What follows belongs to an exercise in optimizing a design on an open flow for small area, a short achievable clock period and few clock cycles; a production flow would make more cautious choices.
The RTL was checked by simulation tests, not by an equivalence proof against the original design.

==> flow/design.v (excerpt) <==
module ARM(
    input CLK,
    input Reset,
    input [31:0] Instr,
    input [31:0] ReadData,
    output MemWrite,
    output [31:0] PC,
    output [31:0] ALUResult,
    output [31:0] WriteData
);
Size in the first run: ~6200 cells after synthesis.
==> flow/config.mk <==
export PLATFORM = sky130hd
export DESIGN_NAME = ARM
export DESIGN_NICKNAME = ARM
export VERILOG_FILES = /design/flow/design.v
export SDC_FILE = /design/flow/constraint.sdc
export NUM_CORES = 4
export LEC_CHECK = 0
export ABC_AREA = 1
export CAP_MARGIN = 20
export CORE_MARGIN = 2
export CORE_UTILIZATION = 45
export SLEW_MARGIN = 20
==> flow/constraint.sdc <==
create_clock -name core_clock -period 14.0 [get_ports {CLK}]
set_input_delay 2.8000 -clock core_clock [delete_from_list [all_inputs] [get_ports {CLK}]]
set_output_delay 2.8000 -clock core_clock [all_outputs]
set_load 0.01 [all_outputs]
standard.sh (not shown) runs the stock make flow with config.mk's settings and CLKGATE_MAP_FILE= SYNTH_SCRIPT=/design/flow/synth_recipe.tcl, a recipe that flattens the netlist after the stock synthesis.
==> flow/flow/run.sh <==
#!/bin/bash
set -euo pipefail
cd "$(dirname "$0")/.."
bash standard.sh SETUP_SLACK_MARGIN=9 finish > flow_standard.log 2>&1
Testbench counts at the start, summed over its fixed seeds: cycles 19,864.
Rerun with:
--- a/flow/design.v
+++ b/flow/design.v
@@ -1,40 +1,40 @@
 module ARM(
     input CLK,
     input Reset,
     input [31:0] Instr,
     input [31:0] ReadData,
     output MemWrite,
     output [31:0] PC,
     output [31:0] ALUResult,
     output [31:0] WriteData
 );
-    reg [31:2] pc_r;               
+    reg [31:0] pc_r;
     reg [31:0] ir;
     reg [3:0]  ra1, ra2;
     reg [14:0] oh1, oh2;           
     reg        id_valid;
     reg        ex_valid;
     reg [3:0]  ex_cond;
     reg        ex_ld, ex_st, ex_mul, ex_div, ex_b, ex_alu;
     reg [1:0]  ex_aluop;           
     reg        ex_fcv, ex_we;
     reg [3:0]  ex_rd;
     reg [31:0] ex_A, ex_B;
     reg [31:0] ex_addr;            
     reg        fN, fZ, fC, fV;
     reg        m_busy;
     reg [4:0]  m_cnt;
     reg [31:0] rf [0:14];
-    assign PC = {pc_r, 2'b00};
+    assign PC = pc_r;
     function cond_pass;
         input [3:0] c;
         input N, Z, C, V;
         begin
             case (c)
                 4'b0000: cond_pass = Z;
                 4'b0001: cond_pass = ~Z;
                 4'b0010: cond_pass = C;
                 4'b0011: cond_pass = ~C;
                 4'b0100: cond_pass = N;
                 4'b0101: cond_pass = ~N;
                 4'b0110: cond_pass = V;
@@ -194,56 +194,56 @@
     reg  [31:0] kill;
     integer i;
     always @(*) begin
         for (i = 0; i < 32; i = i + 1)
             kill[i] = ~m_norm & (((d_sh == 2'b00) & (i < d_shamt)) |
                       (~d_sh[1] & d_sh[0] | d_sh[1] & ~d_sh[0]) & ((31 - i) < d_shamt));
     end
     wire fill = (d_sh == 2'b10) & s_in[31];
     wire [31:0] sh_out = (rot & ~kill) | ({32{fill}} & kill);
     wire [31:0] d_opB  = sh_out | ((d_I & d_dp) ? {24'b0, ir[7:0]} : 32'd0);
     wire [31:0] rd1 = (wb_we && ex_rd == ra1) ? wb_d : rf1;
     wire [31:0] rd2 = (wb_we && ex_rd == ra2) ? wb_d : d_opB;
-    wire [31:0] pc_plus4 = {pc_r + 30'd1, 2'b00};
+    wire [31:0] pc_plus4 = pc_r + 32'd4;
     wire [31:0] m_off = ir[23] ? {20'b0, ir[11:0]} : -{20'b0, ir[11:0]};
     wire [31:0] b_off = {{6{ir[23]}}, ir[23:0], 2'b00};
     wire [31:0] a_base = d_b ? pc_plus4 : rf1;
     wire [31:0] a_off  = d_b ? b_off : m_off;
     wire [31:0] d_addr = a_base + a_off;
-    wire stall_id = id_valid & ex_go & ex_we &
+    wire stall_id = id_valid & ex_valid & ex_we &
                     ((d_mem & (ex_rd == ir[19:16])) |
                      (d_shreg & (d_shamt != 5'd0) & (ex_rd == ra2)));
     wire id_bres  = id_valid & d_b & ~(ex_valid & ex_fcv) & ~stall_ex;
     wire id_btake = id_bres & cond_pass(d_cond, fN, fZ, fC, fV);
     always @(posedge CLK or posedge Reset) begin
         if (Reset) begin
-            pc_r     <= 30'd0;
+            pc_r     <= 32'd0;
             id_valid <= 1'b0;
             ex_valid <= 1'b0;
             m_busy   <= 1'b0;
         end else begin
             m_busy <= stall_ex;
             if (br_taken) begin
-                pc_r     <= ex_addr[31:2];
+                pc_r     <= ex_addr;
                 id_valid <= 1'b0;
                 ex_valid <= 1'b0;
             end else if (stall_ex) begin
             end else if (id_btake) begin
-                pc_r     <= d_addr[31:2];
+                pc_r     <= d_addr;
                 id_valid <= 1'b0;
                 ex_valid <= 1'b0;
             end else if (stall_id) begin
                 ex_valid <= 1'b0;
             end else begin
-                pc_r     <= pc_plus4[31:2];
+                pc_r     <= pc_plus4;
                 id_valid <= 1'b1;
                 ex_valid <= id_valid;
             end
         end
     end
     always @(posedge CLK) begin
         if (~stall_ex & ~stall_id) begin
             ir  <= Instr;
             ra1 <= i_ra1;
             ra2 <= i_ra2;
             oh1 <= onehot15(i_ra1);
             oh2 <= onehot15(i_ra2);
Die area is about the same; maximum frequency goes up slightly; non-clock buffer count goes down by 44; wire length goes down by a few percent; via count stays flat; first-iteration DRC count goes down by a little under a tenth; flip-flop and latch count goes up by 2; global-route usage goes down by 0.84 points; count of clock-buffer cells in the layout goes down by 14; final area goes down slightly; core utilization goes down by 0.43 points.
Testbench counts after the change, summed over its fixed seeds: cycles 19,913.

==> separate check: timing with driven ports <==
No port has a modelled driver above. Below, the same layouts with a new extraction and two added sets of constraints. Step 1: set_driving_cell puts a clkbuf_16 on CLK and a buf_2 on each other input, an assumption about the parent block. Step 2, shift: input delay + t, output delay - t, t = (earliest + latest rising clock arrival at the registers) / 2. This alone moves slack from input paths to output paths. Three values: no drivers, after step 1, after step 2; two values: the first two.
run | t (ns) | setup WS [ns] | worst hold slack (ns) | worst setup path at the end | worst data-port slew with drivers (ns)
the first run | 0.744 | 8.918 / 8.850 / 8.537 | 0.504 / 0.504 / 0.504 | input to register | 0.07
the second run | 0.722 | 8.976 / 8.921 / 8.551 | 0.462 / 0.462 / 0.462 | input to register | 0.05
After both steps every run listed still meets setup and hold. The setup slack of the second run, which loses most, moves by -0.055 ns with the drivers and by -0.425 ns with both steps.
